Background: an optimization exercise with open tools, aiming at small area. Do not read the settings as production practice. The RTL was checked by simulation tests, not by an equivalence proof against the original design. No activity file was given, so power comes from the tool's default toggle rates.

$ cat design/flow/design.v
module topLevel(clk, rst, sw, btn, out, led);
input clk;
input rst;
input [7:0] sw;
input btn;
output out;
output [7:0] led;
localparam [6:0] DB_IDLE = 7'd72;
reg b_s0_q;
wire b_s0 = b_s0_q ^ 1'd1;
reg b_s1_q;
wire b_s1 = b_s1_q ^ 1'd0;
reg b_c_q;
wire b_c = b_c_q ^ 1'd0;
reg b_e_q;
wire b_e = b_e_q ^ 1'd0;
reg [6:0] b_n_q;
wire [6:0] b_n = b_n_q ^ 7'd85;
wire b_det = ~b_n[1] & ~b_n[3] & ~b_n[4] & ~b_n[5] & ~b_n[6];
wire b_diff = b_c ^ b_s1;
wire b_fire = b_diff & b_det;
always @(posedge clk) begin
	b_n_q <= ((b_diff & ~b_det) ? {b_n[5:0], b_n[6] ^ b_n[5]} : DB_IDLE) ^ 7'd85;
	if (rst) begin
		b_s0_q <= 1'd1; b_s1_q <= 1'd0; b_c_q <= 1'd0; b_e_q <= 1'd0;
	end else begin
		b_s0_q <= btn ^ 1'd1;
		b_s1_q <= b_s0 ^ 1'd0;
		b_c_q <= b_c ^ b_fire ^ 1'd0;
		b_e_q <= (b_fire & ~b_c) ^ 1'd0;
	end
end
reg s_s0_q;
wire s_s0 = s_s0_q ^ 1'd1;
reg s_s1_q;
wire s_s1 = s_s1_q ^ 1'd0;
reg s_c_q;
wire s_c = s_c_q ^ 1'd0;
reg s_e_q;
wire s_e = s_e_q ^ 1'd0;
reg [6:0] s_n_q;
wire [6:0] s_n = s_n_q ^ 7'd85;
wire s_det = ~s_n[1] & ~s_n[3] & ~s_n[4] & ~s_n[5] & ~s_n[6];
wire s_diff = s_c ^ s_s1;
wire s_fire = s_diff & s_det;
always @(posedge clk) begin
	s_n_q <= ((s_diff & ~s_det) ? {s_n[5:0], s_n[6] ^ s_n[5]} : DB_IDLE) ^ 7'd85;
	if (rst) begin
		s_s0_q <= 1'd1; s_s1_q <= 1'd0; s_c_q <= 1'd0; s_e_q <= 1'd0;
	end else begin
		s_s0_q <= sw[0] ^ 1'd1;
		s_s1_q <= s_s0 ^ 1'd0;
		s_c_q <= s_c ^ s_fire ^ 1'd0;
		s_e_q <= (s_fire) ^ 1'd0;
	end
end
reg sel_q;
wire sel = sel_q ^ 1'd0;
always @(posedge clk) begin
	if (rst) sel_q <= 1'd0;
	else sel_q <= (sel ^ b_e) ^ 1'd0;
end
reg v_q;
wire v = v_q ^ 1'd0;
reg [6:0] ledr_q;
wire [6:0] ledr = ledr_q ^ 7'd0;
reg [2:0] cs_q;
wire [2:0] cs = cs_q ^ 3'd0;
reg [2:0] code;
always @(*) begin
	case (ledr)
		7'b0000001: code = 0;
		7'b0000010: code = 1;
		7'b0000100: code = 2;
		7'b0001000: code = 3;
		7'b0010000: code = 4;
		7'b0100000: code = 5;
		7'b1000000: code = 6;
		default:    code = 7;
	endcase
end
always @(posedge clk) begin
	if (rst) begin
		v_q <= 1'd0; ledr_q <= 7'd0;
	end else begin
		v_q <= (v | s_e) ^ 1'd0;
		ledr_q <= (s_e ? sw[7:1] : ledr) ^ 7'd0;
	end
	cs_q <= (v ? code : 3'd0) ^ 3'd0;
end
wire [7:0] fload = (cs[2] ? (cs[1] ? (cs[0] ? 8'd64 : 8'd139) : (cs[0] ? 8'd143 : 8'd13)) : (cs[1] ? (cs[0] ? 8'd222 : 8'd89) : (cs[0] ? 8'd43 : 8'd25)));
reg [7:0] fcnt_q;
wire [7:0] fcnt = fcnt_q ^ 8'd85;
reg fo_q;
wire fo = fo_q ^ 1'd0;
wire f_det = ~fcnt[2] & ~fcnt[3] & ~fcnt[4] & ~fcnt[5] & ~fcnt[6] & ~fcnt[7];
always @(posedge clk) begin
	if (rst) begin
		fcnt_q <= 8'd128 ^ 8'd85; fo_q <= 1'd0;
	end else begin
		fcnt_q <= (f_det ? fload : {fcnt[6:0], fcnt[7] ^ fcnt[5] ^ fcnt[4] ^ fcnt[3]}) ^ 8'd85;
		fo_q <= (fo ^ f_det) ^ 1'd0;
	end
end
reg [14:0] tcnt_q;
wire [14:0] tcnt = tcnt_q ^ 15'd21845;
reg [5:0] idx_q;
wire [5:0] idx = idx_q ^ 6'd0;
wire t_det = ~tcnt[0] & tcnt[1] & ~tcnt[3] & ~tcnt[4] & ~tcnt[5] & ~tcnt[6] & ~tcnt[7] & ~tcnt[11] & ~tcnt[12] & ~tcnt[13] & ~tcnt[14];
always @(posedge clk) begin
	if (rst) begin
		tcnt_q <= 15'd1282 ^ 15'd21845; idx_q <= 6'd63 ^ 6'd0;
	end else begin
		tcnt_q <= (t_det ? 15'd1258 : {tcnt[13:0], tcnt[14] ^ tcnt[7]}) ^ 15'd21845;
		idx_q <= (idx + t_det) ^ 6'd0;
	end
end
wire [7:0] sload = (idx[2] ? (idx[1] ? (idx[0] ? 8'd115 : 8'd145) : (idx[0] ? 8'd115 : 8'd26)) : (idx[1] ? (idx[0] ? 8'd13 : 8'd115) : (idx[0] ? 8'd131 : (idx[5] ? (idx[4] ? 8'd168 : 8'd13) : (idx[4] ? 8'd94 : 8'd168)))));
reg [7:0] scnt_q;
wire [7:0] scnt = scnt_q ^ 8'd85;
reg so_q;
wire so = so_q ^ 1'd0;
wire g_det = ~scnt[0] & ~scnt[1] & scnt[2] & ~scnt[4] & ~scnt[6] & ~scnt[7];
always @(posedge clk) begin
	if (rst) begin
		scnt_q <= 8'd2 ^ 8'd85; so_q <= 1'b1 ^ 1'd0;
	end else begin
		scnt_q <= (g_det ? sload : {scnt[6:0], scnt[7] ^ scnt[2]}) ^ 8'd85;
		so_q <= (so ^ g_det) ^ 1'd0;
	end
end
assign out = sel ? so : fo;
assign led = {sel, ledr};
endmodule
$ cat design/flow/run.sh
#!/bin/bash
# synth_recipe.tcl (not shown) runs the flow's synth.tcl, then flattens the netlist and writes it again
# the make line also repeats each setting of config.mk as NAME=value (left out here)
make -C /OpenROAD-flow-scripts/flow DESIGN_CONFIG=/design/flow/config.mk WORK_HOME=/design/flow/orfs CLKGATE_MAP_FILE= SYNTH_SCRIPT=/design/flow/synth_recipe.tcl finish
$ cat design/flow/config.mk
export PLATFORM = sky130hd
export DESIGN_NAME = topLevel
export DESIGN_NICKNAME = topLevel
export VERILOG_FILES = /design/flow/design.v
export SDC_FILE = /design/flow/constraint.sdc
export NUM_CORES = 4
export LEC_CHECK = 0
export CAP_MARGIN = 20
export CORE_MARGIN = 2
export CORE_UTILIZATION = 70
export CTS_BUF_LIST = sky130_fd_sc_hd__clkbuf_2 sky130_fd_sc_hd__clkbuf_4
export PLACE_DENSITY = 0.85
export SLEW_MARGIN = 20
$ cat design/flow/constraint.sdc
create_clock -name core_clock -period 10.0 [get_ports {clk}]
set_input_delay 2.0000 -clock core_clock [delete_from_list [all_inputs] [get_ports {clk}]]
set_output_delay 2.0000 -clock core_clock [all_outputs]
set_load 0.01 [all_outputs]
==> results.tsv, run 1 <==
metric	value	unit
status	timing/DRC/antenna clean	
fill count	268	
Design Power	0.648	mW
most frequent cells in the layout	73 x dfxtp_1, 36 x nor2_1, 20 x nand2_1	
Port-buffer cells	19	
TritonCTS clock tree	yes	
clock slew at reported path FFs	0.12	ns
Placer Congestion	0.833	
P_sw	0.185	mW
Clock Skews	0.0138	ns
synthesized area per cell	9.77	um2
Die X	67.3	um
Pleak	1.23	nW
crit path kind	flip-flop to output port	
hold path startpoint	tcnt_q[8]	
setup TNS	0	ns
hold path depth	1	
Top FF cell, synth	dfxtp_1	
final setup fails	0	
first-pass GRT wire length	7850	um
RSZ-0062 raised after global routing	false	
Reg2Reg Depth	7	
worst-path fanout max	3	
shortest period the worst path allows	3.61	ns
post-synthesis async set-or-reset flop share	0	%
Cell variety after synth	42	
YS warnings	1	
Syn Inst Count	287	
hold endpoint	tcnt_q[9]	
post-route ant nets	0	
Area growth syn-to-layout	10.8	%
Final Hold Vio Count	0	
sequential share of the synthesized area	52.1	%
max-slew violations	0	
Layout Utilization	79.4	%
Fmax achieved	277	MHz
Clock Path Buffers	2	
slowest cell on the critical path	clkdlybuf4s50_1	
H-tree levels	3	
overall global routing resource usage	23.5	%
# rows	23	
r2r startpoint	tcnt_q[14]	
mapped cell area	0.00280	mm2
die height	67.3	um
slew margin rel.	69.6	%
core area	0.00391	mm2
post-DP HPWL	3150	um
DRC	0	
WHS	0.377	ns
number of global-route vias before repair	1814	
Crit. End Element	output port	
Post-synth EDFFs	0	
FF-to-FF End	idx_q[5]	
total grt overflow	0	
Vias	1966	
crit start category	flip-flop	
Avg WL per Cell	13.3	um
worst slew pin tran	0.456	ns
worst skew pair latency	0.41	ns
full die area	0.00453	mm2
root buf cell	clkbuf_4	
drt pass-1 iters	4	
R2R Setup Slk	7.94	ns
commonest non-fill, non-tap cell in the layout	dfxtp_1	
Seq pwr share	55.8	%
Crit. Startpoint	sel_q	
Final Net Count	320	
Final Non-Filler Cells	353	
post_cts resized	0	
Comb pwr share	16.9	%
initial core utilization	71.6	%
final wirelength	4680	um
number of buffers created by CTS	9	
share of cells above drive strength 1	8.25	%
Final period util	36.1	%
First DRT Iteration DRCs	141	
Top Ports	20	
pin count of the biggest net entering global routing	53	
HP Class	flip-flop to flip-flop	
crit path cell chain	mux2_2 -> clkdlybuf4s50_1	
cell family with most CP delay	buffers and inverters	
Bufs and invs on worst path	1	
Worst EP required	8.00	ns
CP max stage delay	0.47	ns
Peak VDD IR	0.144	mV
max-capacitance violation count	0	
Net Sw Frac	28.6	%
Mapped Nets	308	
CTS sink cnt	73	
n_diodes	0	
Post-CTS Setup Bufs	0	
initial antenna violation count	0	
Worst EP arrival	1.61	ns
hold buffers post-CTS	0	
clock share of power	27.3	%
placed insts	338	
cell-internal power	0.462	mW
PD cells	208	mW/mm2
Yosys reg bits	73	
Vias/cell	5.57	
[flip-flops by register name, summed over array words and instances (netlist names), 3 cells and up, named ones only]
register	flops
s_n_q	7
b_n_q	7
tcnt_q	15
ledr_q	7
idx_q	6
fcnt_q	8
cs_q	3
scnt_q	8
[worst max path at each step]
stage          endpoint  cells past startpoint
2_1_floorplan       out                      1
3_3_place_gp   idx_q[5]                      3
3_5_place_dp   idx_q[5]                      3
4_1_cts             out                      2
5_1_grt             out                      2
6_report            out                      2
[stage by stage]
step / cell area [um2] / setup slack (ns)
global placement: 2970 / 6.69
detailed placement: 2970 / 6.68
finish: 3110 / 6.39
global route: 3110 / 6.31
CTS: 3110 / 6.35
floorplan: 2800 / 7.29
[logic make-up after synthesis]
| kind of cell | after synthesis | synth area share (%) |
|---|---|---|
| flip-flops | 73 | 52.1 |
| adder cells (fa/ha/maj) | 10 | 4.46 |
| AND/OR/NAND/NOR | 110 | 20.5 |
| AO/OA/AOI/OAI | 40 | 9.51 |
| buffers and inverters | 26 | 4.19 |
| multiplexers | 10 | 3.61 |
| XOR/XNOR | 18 | 5.62 |
[power groups by stage]
| stage | combinational (mW) | clock, mW | sequential (mW) |
|---|---|---|---|
| finish | 0.110 | 0.177 | 0.361 |
| CTS | 0.111 | 0.180 | 0.362 |
| floorplan | 0.0948 | 0 | 0.355 |
| global placement | 0.106 | 0 | 0.366 |
| detailed placement | 0.110 | 0 | 0.366 |
| global route | 0.129 | 0.192 | 0.367 |
[worst reg2reg max path: stages, from the launching register on]
cell      delay [ns]
dfxtp_1         0.35
nor4bb_1        0.26
nand3_1         0.20
inv_1           0.16
ha_1            0.19
nand3_1         0.14
o21ai_0         0.19
or3b_2          0.45
[per-layer routing]
metal	routed length [um]	global-route usage [%]	vias up
li1	-	-	1003
met1	2120	28.3	906
met2	2270	38.1	47
met3	204	7.33	10
met4	93	11.7	0
met5	0	0	-
[synthesized netlist by cell type, drive strengths merged (2+ instances only)]
library cell  number  area share, %
a21oi             11            2.0
and2               2           0.45
a21o               2           0.58
o31ai              2           0.54
dfxtp             73             52
buf                5            1.3
nand3              9            1.6
nor4b              7            2.6
nand2b            11            2.5
nor2              36            4.8
or2                3           0.67
xnor2             10            3.1
nand2             20            2.7
inv                7           0.94
o41ai              2           0.62
clkbuf            14            2.0
o21bai             5            1.3
o21ai              8            1.4
or3b               2           0.62
nand3b             2           0.54
a211o              4            1.3
nor4               4           0.89
nor3b              3           0.80
xor2               8            2.5
a211oi             3           0.80
ha                10            4.5
mux2i              9            3.2
nor3               8            1.4
[area by class of cell]
class                      instances  area [um2]  share of cell area (%)
inverter                           7        26.3                   0.845
clock buffer                       9        67.6                    2.17
timing repair buffer              20         198                    6.36
multi-input combinational        188        1220                    39.4
clock inverter                     6        67.6                    2.17
sequential                        73        1460                    47.0
tap                               50        62.6                    2.01
==> run 2, diff against run 1 <==
==> design/flow/flow/run.sh (new file) <==
#!/bin/bash
# Own layout flow: the standard flow (standard.sh), with
#  - synthesis unchanged except for the ABC script (area-oriented mapping, flow/abc_area.script);
#    registers, their names and cell types are those of the standard synthesis
#  - the port buffers made with buf_1
# Each tool's output goes to ORFS's own logs under orfs/logs; make's output to flow_make.log.
set -euo pipefail
W=$PWD
rm -rf "$W/scripts"
cp -r "$FLOW_HOME/scripts" "$W/scripts"
cp "$W/flow/abc_area.script" "$W/scripts/abc_area.script"
bash standard.sh SCRIPTS_DIR="$W/scripts" ABC_AREA=1 \
  "BUFFER_PORTS_ARGS=-buffer_cell sky130_fd_sc_hd__buf_1" finish > "$W/flow_make.log" 2>&1
==> design/flow/flow/abc_area.script (new file) <==
strash
&get -n
&st
&dch -f
&nf -a
&put
topo
==> design/flow/standard.sh (new file) <==
#!/bin/bash
# synth_recipe.tcl (not shown) runs the flow's synth.tcl, then flattens the netlist and writes it again
# the make line also repeats each setting of config.mk as NAME=value (left out here)
make -C /OpenROAD-flow-scripts/flow DESIGN_CONFIG=/design/flow/config.mk WORK_HOME=/design/flow/orfs CLKGATE_MAP_FILE= SYNTH_SCRIPT=/design/flow/synth_recipe.tcl "${@:-finish}"
removed: design/flow/run.sh
==> run 2 against run 1 <==
Compared with the run above:
- total power rose by 5.9%
- global-route usage fell by 0.28 points
- core utilization fell by 0.93 points
- fmax rose by 12%
- critical path depth did not move
- critical endpoint unchanged
- count of clock-buffer cells in the layout rose by 1
- clock skew barely moved
- non-clock buffer count did not move
- first-iteration DRC count fell by 23%
- die area fell by 6.1%
==> results.tsv, run 2 <==
metric	value	unit
status	timing/DRC/antenna clean	
Final Non-Filler Cells	346	
pin count of the biggest net entering global routing	38	
drt pass-1 iters	4	
post-route ant nets	0	
Vias/cell	5.43	
Peak VDD IR	0.140	mV
HP Class	flip-flop to flip-flop	
worst-path fanout max	3	
Worst EP required	8.00	ns
Port-buffer cells	19	
placed insts	332	
Syn Inst Count	265	
shortest period the worst path allows	3.24	ns
P_sw	0.220	mW
Synth top cells by count	73 x dfxtp_1, 36 x nor2_1, 28 x nand2_1	
Synth Area in Adders	4.77	%
CTS sink cnt	73	
number of global-route vias before repair	1756	
die height	65.2	um
most frequent cells in the layout	73 x dfxtp_1, 36 x nor2_1, 28 x nand2_1	
Mapped Nets	286	
Largest Register	tcnt_q	
max-slew violations	0	
fin worst setup slack	6.76	ns
sequential share of the synthesized area	55.7	%
Final Net Count	316	
n_diodes	0	
total grt overflow	0	
main combinational cell family by area after synthesis	simple AND/OR/NAND/NOR gates	
crit start category	flip-flop	
simple-gate share of the synthesized area	19.1	%
PD cells	240	mW/mm2
Final Hold Vio Count	0	
setup TNS	0	ns
flip-flop count of the largest register after layout	15	
Top FF cell, synth	dfxtp_1	
# rows	22	
cell family with most CP delay	flip-flops	
RSZ-0062 raised after global routing	false	
overall global routing resource usage	23.3	%
number of buffers created by CTS	9	
mux cell area share after synthesis	4.63	%
hold buffers post-CTS	0	
Avg WL per Cell	12.7	um
YS warnings	1	
Layout Utilization	78.5	%
final wirelength	4410	um
clock slew at reported path FFs	0.10	ns
worst skew pair latency	0.41	ns
Net Sw Frac	32.1	%
post-DP HPWL	3040	um
Synth area leader	dfxtp_1	
share of cells above drive strength 1	5.03	%
Yosys reg bits	73	
Post-CTS Setup Bufs	0	
slowest cell on the critical path	dfxtp_1	
CP max stage delay	0.39	ns
Die X	65.2	um
Crit. End Element	output port	
commonest non-fill, non-tap cell in the layout	dfxtp_1	
Seq pwr share	57.2	%
crit path kind	flip-flop to output port	
top-count cell post-synth	dfxtp_1	
crit path cell chain	mux2_1 -> buf_1	
post-synthesis async set-or-reset flop share	0	%
cell-internal power	0.466	mW
TritonCTS clock tree	yes	
full die area	0.00425	mm2
Placer Congestion	0.861	
slew margin rel.	63.0	%
Vias	1879	
Clock Path Buffers	2	
post_cts resized	0	
Comb pwr share	22.0	%
xor-xnor portion of the synthesized cell area	4.01	%
root buf cell	clkbuf_4	
fill count	273	
Cell variety after synth	36	
Pleak	1.09	nW
initial core utilization	72.2	%
Top Ports	20	
H-tree levels	3	
first-pass GRT wire length	7450	um
Post-synth EDFFs	0	
max-capacitance violation count	0	
initial antenna violation count	0	
Bufs and invs on worst path	1	
DRC	0	
Final period util	32.4	%
Area contributors post-synth	dfxtp_1 56%, nor2_1 5.2%, ha_1 4.8%, mux2i_1 4.2%, nand2_1 4.0%	
core area	0.00363	mm2
mapped cell area	0.00262	mm2
Worst EP arrival	1.24	ns
Design Power	0.686	mW
Synth Area in Compound Gates	9.92	%
biggest regs	tcnt_q (15), fcnt_q (8), scnt_q (8)	
First DRT Iteration DRCs	109	
worst slew pin tran	0.551	ns
post-synth top area share	55.7	%
final setup fails	0	
Fmax achieved	309	MHz
clock share of power	20.8	%
Setup WS pre-CTS	6.74	ns
synthesized area per cell	9.90	um2
Clock Skews	0.0137	ns
Area growth syn-to-layout	8.73	%
-- run 2: changes by cell type in the layout (fill, tap and decap cells not counted), sizes merged, moves of 5 or more --
cell	before	now
nand4b	0	5
clkinv	1	14
nand2	20	28
xor2	8	3
inv	9	0
buf	1	20
clkdlybuf4s50	19	0
a21oi	11	16
nand2b	11	2
-- run 2: cell type report --
class                   instances  area, um2  share of cell area, %
multi-input cells             180       1110                   39.0
repair buffers                 20       78.8                   2.76
clock inverters                 4       22.5                  0.790
flip-flops and latches         73       1460                   51.3
clock buffers                  10       75.1                   2.63
well taps                      48       60.1                   2.11
inverters                      11       41.3                   1.45
-- run 2: worst paths after layout --
kind	from	slack, ns	cells after the start	end
max	sel_q	6.76	2	out
min	b_s0_q	0.39	1	b_s1_q
max reg2reg	tcnt_q[3]	8.20	8	idx_q[4]
min reg2reg	b_s0_q	0.39	1	b_s1_q
-- run 2: cells by family after synthesis --
kind of cell	count (synthesis)
DFF	73
xor gates and xnor gates	12
muxes	12
and+or+nand+nor	103
adders and majority gates	10
AOI/OAI and AO/OA	43
buffers and inverters	12
-- run 2: power by group through the flow --
stage / clock, mW / combinational, mW / sequential, mW
floorplan: 0 / 0.121 / 0.384
global placement: 0 / 0.143 / 0.396
detailed placement: 0 / 0.151 / 0.398
CTS: 0.145 / 0.153 / 0.392
global route: 0.159 / 0.175 / 0.400
finish: 0.143 / 0.151 / 0.392
-- run 2: stage by stage --
stage	instance area, um2	hold WS, ns
2_1_floorplan	2620	0.343
3_3_place_gp	2750	0.347
3_5_place_dp	2750	0.369
4_1_cts	2850	0.380
5_1_grt	2850	0.397
6_report	2850	0.386
-- run 2: worst reg2reg max path: cells and delay by family (launching register included) --
family / cells / cell delay [ns]
AO/OA/AOI/OAI: 2 / 0.24
adder cells (fa/ha/maj): 2 / 0.40
buffers and inverters: 1 / 0.13
flip-flops: 1 / 0.33
AND/OR/NAND/NOR: 3 / 0.62
-- run 2: layer usage --
metal | GRT usage [%] | part of all wire, % | vias to the layer above | wire length (um)
li1 | - | - | 979 | -
met1 | 28.6 | 48 | 856 | 2130
met2 | 37.6 | 46 | 36 | 2040
met3 | 5.14 | 3.5 | 8 | 154
met4 | 13.3 | 1.9 | 0 | 84
met5 | 0 | 0 | - | 0
==> run 3, diff against run 2 <==
--- a/design/flow/flow/run.sh
+++ b/design/flow/flow/run.sh
@@ -10,4 +10,5 @@
 cp -r "$FLOW_HOME/scripts" "$W/scripts"
 cp "$W/flow/abc_area.script" "$W/scripts/abc_area.script"
 bash standard.sh SCRIPTS_DIR="$W/scripts" ABC_AREA=1 \
-  "BUFFER_PORTS_ARGS=-buffer_cell sky130_fd_sc_hd__buf_1" finish > "$W/flow_make.log" 2>&1
+  "BUFFER_PORTS_ARGS=-buffer_cell sky130_fd_sc_hd__buf_1" \
+  "CTS_ARGS=-sink_clustering_enable -repair_clock_nets -sink_clustering_size 80 -sink_clustering_max_diameter 500 -buf_list sky130_fd_sc_hd__clkbuf_16 -root_buf sky130_fd_sc_hd__clkbuf_16" RECOVER_POWER=100 finish > "$W/flow_make.log" 2>&1
==> run 3 against run 2 <==
Compared with the run above:
- the layout now fails its checks (max-capacitance violations, max-slew violations)
- synthesized cell count unchanged
- via count up 5.2%
- global-route usage up 2.0 points
- sequential power hardly changed
- sequential share of layout area decreased by 2.6 points
- cell count is the same
- critical path depth up 3
- setup slack got worse by 1.0 ns
- combinational power rose by 3%
- design area increased by 5.3%
- first-iteration DRC count shrank 33%
- sequential cell count did not move
- critical path type is now primary input to flip-flop
- largest cell class unchanged
==> results.tsv, run 3 <==
metric	value	unit
Synth top cells by count	73 x dfxtp_1, 36 x nor2_1, 28 x nand2_1	
Yosys reg bits	73	
post-synth top area share	55.7	%
max-slew violations	38	
hold path depth	1	
PD cells	273	mW/mm2
most frequent cells in the layout	73 x dfxtp_1, 36 x nor2_1, 28 x nand2_1	
synthesized area per cell	9.90	um2
pin count of the biggest net entering global routing	38	
Post-synth EDFFs	0	
mapped cell area	0.00262	mm2
root buf cell	clkbuf_16	
R2R Setup Slk	8.03	ns
main combinational cell family by area after synthesis	simple AND/OR/NAND/NOR gates	
r2r startpoint	tcnt_q[3]	
Synth Area in Compound Gates	9.92	%
mux cell area share after synthesis	4.63	%
Design Power	0.820	mW
Synth Area in Adders	4.77	%
first-pass GRT wire length	7910	um
Top Ports	20	
flip-flop count of the largest register after layout	15	
biggest regs	tcnt_q (15), fcnt_q (8), scnt_q (8)	
Post-CTS Setup Bufs	0	
First DRT Iteration DRCs	73	
overall global routing resource usage	25.2	%
worst slew pin tran	1.62	ns
Final period util	42.6	%
Syn Inst Count	265	
n_diodes	0	
FF-to-FF End	idx_q[4]	
post-synthesis async set-or-reset flop share	0	%
slew margin rel.	-8.11	%
HP Class	flip-flop to flip-flop	
initial core utilization	72.2	%
clock slew at reported path FFs	0.05	ns
total grt overflow	0	
Final Hold Vio Count	0	
share of cells above drive strength 1	4.36	%
final wirelength	4850	um
Final Non-Filler Cells	346	
post-route ant nets	0	
Area contributors post-synth	dfxtp_1 56%, nor2_1 5.2%, ha_1 4.8%, mux2i_1 4.2%, nand2_1 4.0%	
Top FF cell, synth	dfxtp_1	
crit start category	primary input	
number of global-route vias before repair	1814	
Area growth syn-to-layout	14.5	%
SO Viols	max-capacitance violations, max-slew violations	
hold path startpoint	s_n_q[2]	
simple-gate share of the synthesized area	19.1	%
Die X	65.2	um
Layout Utilization	82.6	%
Vias	1977	
Clock Skews	0.00360	ns
drt pass-1 iters	7	
Final Instance Area	0.00300	mm2
Port-buffer cells	19	
TritonCTS clock tree	yes	
status	failed layout checks	
Crit. End Element	flip-flop	
sequential share of the synthesized area	55.7	%
Clock Path Buffers	2	
crit path kind	primary input to flip-flop	
post_cts resized	0	
final setup fails	0	
setup TNS	0	ns
Mapped Nets	286	
xor-xnor portion of the synthesized cell area	4.01	%
# rows	22	
worst skew pair latency	0.32	ns
full die area	0.00425	mm2
max-capacitance violation count	1	
Final Net Count	316	
hold buffers post-CTS	0	
RSZ-0062 raised after global routing	false	
Worst EP arrival	4.47	ns
number of buffers created by CTS	9	
DRC	0	
post-DP HPWL	3040	um
shortest period the worst path allows	4.26	ns
placed instance area	0.00275	mm2
hold endpoint	s_n_q[3]	
worst-path fanout max	37	
Fmax achieved	235	MHz
Worst EP required	10.21	ns
YS warnings	1	
top-count cell post-synth	dfxtp_1	
Avg WL per Cell	14.0	um
Placer Congestion	0.861	
core area	0.00363	mm2
Cell variety after synth	36	
commonest non-fill, non-tap cell in the layout	dfxtp_1	
H-tree levels	3	
initial antenna violation count	0	
Peak VDD IR	0.159	mV
Largest Register	tcnt_q	
Vias/cell	5.71	
die height	65.2	um
Synth area leader	dfxtp_1	
Pleak	1.16	nW
CTS sink cnt	73	
Reg2Reg Depth	8	
placed insts	332	
==> run 3: cell counts after synthesis <==
Identical to the previous run, type by type.
==> run 3: worst max-delay path by stage <==
stage	start	end	slack (ns)	depth (start not counted)
after floorplan	sel_q	out	7.29	1
after CTS	sel_q	out	6.84	2
final	rst	tcnt_q[9]	5.74	5
after global routing	rst	tcnt_q[9]	5.48	5
after detailed placement	rst	tcnt_q[9]	6.74	5
after global placement	rst	tcnt_q[11]	6.77	5
==> run 3: worst max-delay path: stages <==
cell	delay (ns)
buf_1	0.06
clkbuf_1	1.17
clkinv_1	0.85
nand2_1	0.32
nor2_1	0.06
==> run 3: metal layers <==
layer  wire [um]  vias up  global-route usage [%]
met5           0        -                       0
met4         112        0                    11.7
met3         224       10                    9.25
met2        2310       57                    40.7
met1        2210      930                    29.9
li1            -      980                       -
==> run 3: through the flow <==
stage,hold WS [ns],setup slack (ns)
final,0.374,5.74
after global placement,0.347,6.77
after global routing,0.386,5.48
after detailed placement,0.369,6.74
after floorplan,0.343,7.29
after CTS,0.376,6.84
==> run 3: logic make-up (layout without fill, tap and decap cells) <==
logic type,Yosys count,in the layout
DFF,73,73
buffers and inverters,12,45
xor gates and xnor gates,12,12
muxes,12,12
and+or+nand+nor,103,103
adders and majority gates,10,10
AOI/OAI and AO/OA,43,43
==> run 3: area by class of cell <==
cell class | instances | area, um2
multi-input cells | 180 | 1110
fillers | 231 | 632
clock inverters | 5 | 26.3
well taps | 48 | 60.1
inverters | 11 | 41.3
repair buffers | 20 | 75.1
clock buffers | 9 | 225
flip-flops and latches | 73 | 1460
==> run 3: where the power goes <==
part	internal [mW]	switching [mW]	total (mW)	leakage [nW]
logic	0.0713	0.0837	0.155	0.432
clock network	0.162	0.109	0.271	0.128
registers	0.346	0.0482	0.394	0.599
total	0.580	0.240	0.820	1.16
==> run 4, diff against run 3 <==
--- a/design/flow/flow/run.sh
+++ b/design/flow/flow/run.sh
@@ -11,4 +11,4 @@
 cp "$W/flow/abc_area.script" "$W/scripts/abc_area.script"
 bash standard.sh SCRIPTS_DIR="$W/scripts" ABC_AREA=1 \
   "BUFFER_PORTS_ARGS=-buffer_cell sky130_fd_sc_hd__buf_1" \
-  "CTS_ARGS=-sink_clustering_enable -repair_clock_nets -sink_clustering_size 80 -sink_clustering_max_diameter 500 -buf_list sky130_fd_sc_hd__clkbuf_16 -root_buf sky130_fd_sc_hd__clkbuf_16" RECOVER_POWER=100 finish > "$W/flow_make.log" 2>&1
+  "CTS_ARGS=-sink_clustering_enable -repair_clock_nets -sink_clustering_size 40 -sink_clustering_max_diameter 300 -buf_list sky130_fd_sc_hd__clkbuf_8 -root_buf sky130_fd_sc_hd__clkbuf_8" RECOVER_POWER=100 finish > "$W/flow_make.log" 2>&1
==> run 4 against run 3 <==
Compared with the run above:
- highest routed layer unchanged
- the layout still fails its checks (max-capacitance violations, max-slew violations)
- combinational power down 3%
- area after synthesis unchanged
- critical path type unchanged
- sequential power about the same
- fmax up 1.4%
- routed wire length down 6.7%
- largest cell class unchanged
- synthesized cell count unchanged
- worst hold slack better by 0.0030 ns
- die area unchanged
- global-route usage down 0.99 points
- design area down 3.4%
- clock power down 32%
- cell count unchanged
==> results.tsv, run 4 <==
metric	value	unit
First DRT Iteration DRCs	71	
TritonCTS clock tree	yes	
status	failed layout checks	
n_diodes	0	
Fmax achieved	238	MHz
shortest period the worst path allows	4.20	ns
pin count of the biggest net entering global routing	38	
worst slew pin tran	1.63	ns
YS warnings	1	
Final Hold Vio Count	0	
cell-internal power	0.501	mW
flip-flop count of the largest register after layout	15	
placed insts	332	
first-pass GRT wire length	7760	um
total grt overflow	0	
Cell variety after synth	36	
Syn Inst Count	265	
worst skew pair latency	0.35	ns
HP Class	flip-flop to flip-flop	
synthesized area per cell	9.90	um2
Worst EP arrival	4.44	ns
initial antenna violation count	0	
overall global routing resource usage	24.2	%
WHS	0.377	ns
Synth top cells by count	73 x dfxtp_1, 36 x nor2_1, 28 x nand2_1	
post_cts resized	0	
max-slew violations	38	
max-capacitance violation count	1	
Seq pwr share	53.9	%
mapped cell area	0.00262	mm2
setup TNS	0	ns
Pleak	1.11	nW
Post-synth EDFFs	0	
die height	65.2	um
crit path kind	primary input to flip-flop	
initial core utilization	72.2	%
top-count cell post-synth	dfxtp_1	
worst-path fanout max	37	
post-DP HPWL	3040	um
Top Ports	20	
P_sw	0.227	mW
Crit. End Element	flip-flop	
PD cells	251	mW/mm2
Net Sw Frac	31.1	%
slew margin rel.	-8.63	%
Yosys reg bits	73	
Final Non-Filler Cells	346	
Mapped Nets	286	
Placer Congestion	0.861	
SO Viols	max-capacitance violations, max-slew violations	
final setup fails	0	
Worst EP required	10.23	ns
Post-CTS Setup Bufs	0	
final wirelength	4530	um
clock share of power	25.5	%
most frequent cells in the layout	73 x dfxtp_1, 36 x nor2_1, 28 x nand2_1	
Largest Register	tcnt_q	
Area growth syn-to-layout	10.6	%
commonest non-fill, non-tap cell in the layout	dfxtp_1	
core area	0.00363	mm2
number of buffers created by CTS	9	
Final period util	42.0	%
number of global-route vias before repair	1798	
hold buffers post-CTS	0	
Layout Utilization	79.8	%
CTS sink cnt	73	
biggest regs	tcnt_q (15), fcnt_q (8), scnt_q (8)	
sequential share of the synthesized area	55.7	%
full die area	0.00425	mm2
Top FF cell, synth	dfxtp_1	
crit start category	primary input	
Vias	1917	
slowest cell on the critical path	clkbuf_1	
fill count	259	
Final Net Count	316	
share of cells above drive strength 1	4.36	%
Clock Skews	0.00792	ns
Synth area leader	dfxtp_1	
Comb pwr share	20.6	%
Peak VDD IR	0.171	mV
post-synthesis async set-or-reset flop share	0	%
clock slew at reported path FFs	0.07	ns
post-route ant nets	0	
drt pass-1 iters	4	
crit path cell chain	buf_1 -> clkbuf_1 -> clkinv_1 -> nand2_1 -> nor2_1	
post-synth top area share	55.7	%
CP max stage delay	1.16	ns
H-tree levels	3	
Avg WL per Cell	13.1	um
Die X	65.2	um
Vias/cell	5.54	
Port-buffer cells	19	
root buf cell	clkbuf_8	
Area contributors post-synth	dfxtp_1 56%, nor2_1 5.2%, ha_1 4.8%, mux2i_1 4.2%, nand2_1 4.0%	
DRC	0	
Clock Path Buffers	2	
# rows	22	
RSZ-0062 raised after global routing	false	
==> run 4: cell counts after synthesis <==
No cell type changed its count.
==> run 4: area by class of cell <==
cell class	instances	area (um2)	area share, %
clock buffer	9	124	4.27
sequential	73	1460	50.4
tap	48	60.1	2.07
inverter	11	41.3	1.42
clock inverter	5	26.3	0.906
multi-input combinational	180	1110	38.4
timing repair buffer	20	75.1	2.59
==> run 4: path summary, 6_finish.rpt <==
check / start / end / slack, ns / cells past startpoint
max: rst / tcnt_q[10] / 5.80 / 5
max reg2reg: tcnt_q[3] / idx_q[4] / 8.17 / 8
min reg2reg: s_n_q[2] / s_n_q[3] / 0.38 / 1
min: s_n_q[2] / s_n_q[3] / 0.38 / 1
==> run 4: kinds of logic (layout without fill, tap and decap cells) <==
logic type,after synthesis,after routing,share of synthesized area (%)
AND/OR/NAND/NOR,103,103,19.1
multiplexers,12,12,4.63
XOR/XNOR,12,12,4.01
AO/OA/AOI/OAI,43,43,9.92
adder cells (fa/ha/maj),10,10,4.77
buffers and inverters,12,45,1.86
flip-flops,73,73,55.7
==> run 4: power by group through the flow <==
stage | Clock [mW] | Sequential (mW) | Combinational, mW
global route | 0.202 | 0.401 | 0.175
detailed placement | 0 | 0.398 | 0.151
finish | 0.185 | 0.392 | 0.150
global placement | 0 | 0.396 | 0.143
CTS | 0.187 | 0.392 | 0.152
floorplan | 0 | 0.384 | 0.121
==> run 4: through the flow <==
stage	total power, mW	instance area [um2]	worst slack (ns)
after global placement	0.539	2750	6.77
final	0.728	2900	5.80
after floorplan	0.506	2620	7.29
after detailed placement	0.549	2750	6.74
after CTS	0.732	2900	6.81
after global routing	0.777	2900	5.49
==> run 4: critical path: cells and delay by family <==
family	cells	cell delay [ns]
buf+inv	3	2.05
simple gates	2	0.35
==> run 4: layer usage <==
layer | up-vias | GRT usage (%) | wire [um]
met4 | 0 | 7.81 | 67
li1 | 976 | - | -
met2 | 40 | 39.8 | 2130
met3 | 10 | 9.76 | 185
met1 | 891 | 29.0 | 2150
met5 | - | 0 | 0

-- re-timing with driven ports --
How much do the figures lean on ideal ports? The routed layouts below were timed once more, with nothing changed but the port constraints. Step 1 sets driving cells, clkbuf_16 on the clock port and buf_2 on the other inputs (assumed; they add their load-dependent delay and slew). Step 2 also shifts input and output timing later by t, the mid clock arrival at the registers, as if the neighbouring blocks saw the same clock. a / b / c = no drivers / after step 1 / after step 2; a / b = the first two.
| run | t, ns | setup slack, ns | latest minus earliest clock arrival (ns) |
|---|---|---|---|
| run 1 | 0.430 | 6.385 / 6.356 / 6.674 | 0.014 / 0.015 |
| run 2 | 0.426 | 6.762 / 6.735 / 6.726 | 0.016 / 0.017 |
| run 3 | 0.353 | 5.738 / 5.748 / 5.395 | 0.005 / 0.005 |
| run 4 | 0.367 | 5.796 / 5.798 / 5.430 | 0.009 / 0.009 |
For run 4, which loses most, drivers alone change the setup slack by +0.002 ns; drivers and shift together by -0.366 ns.
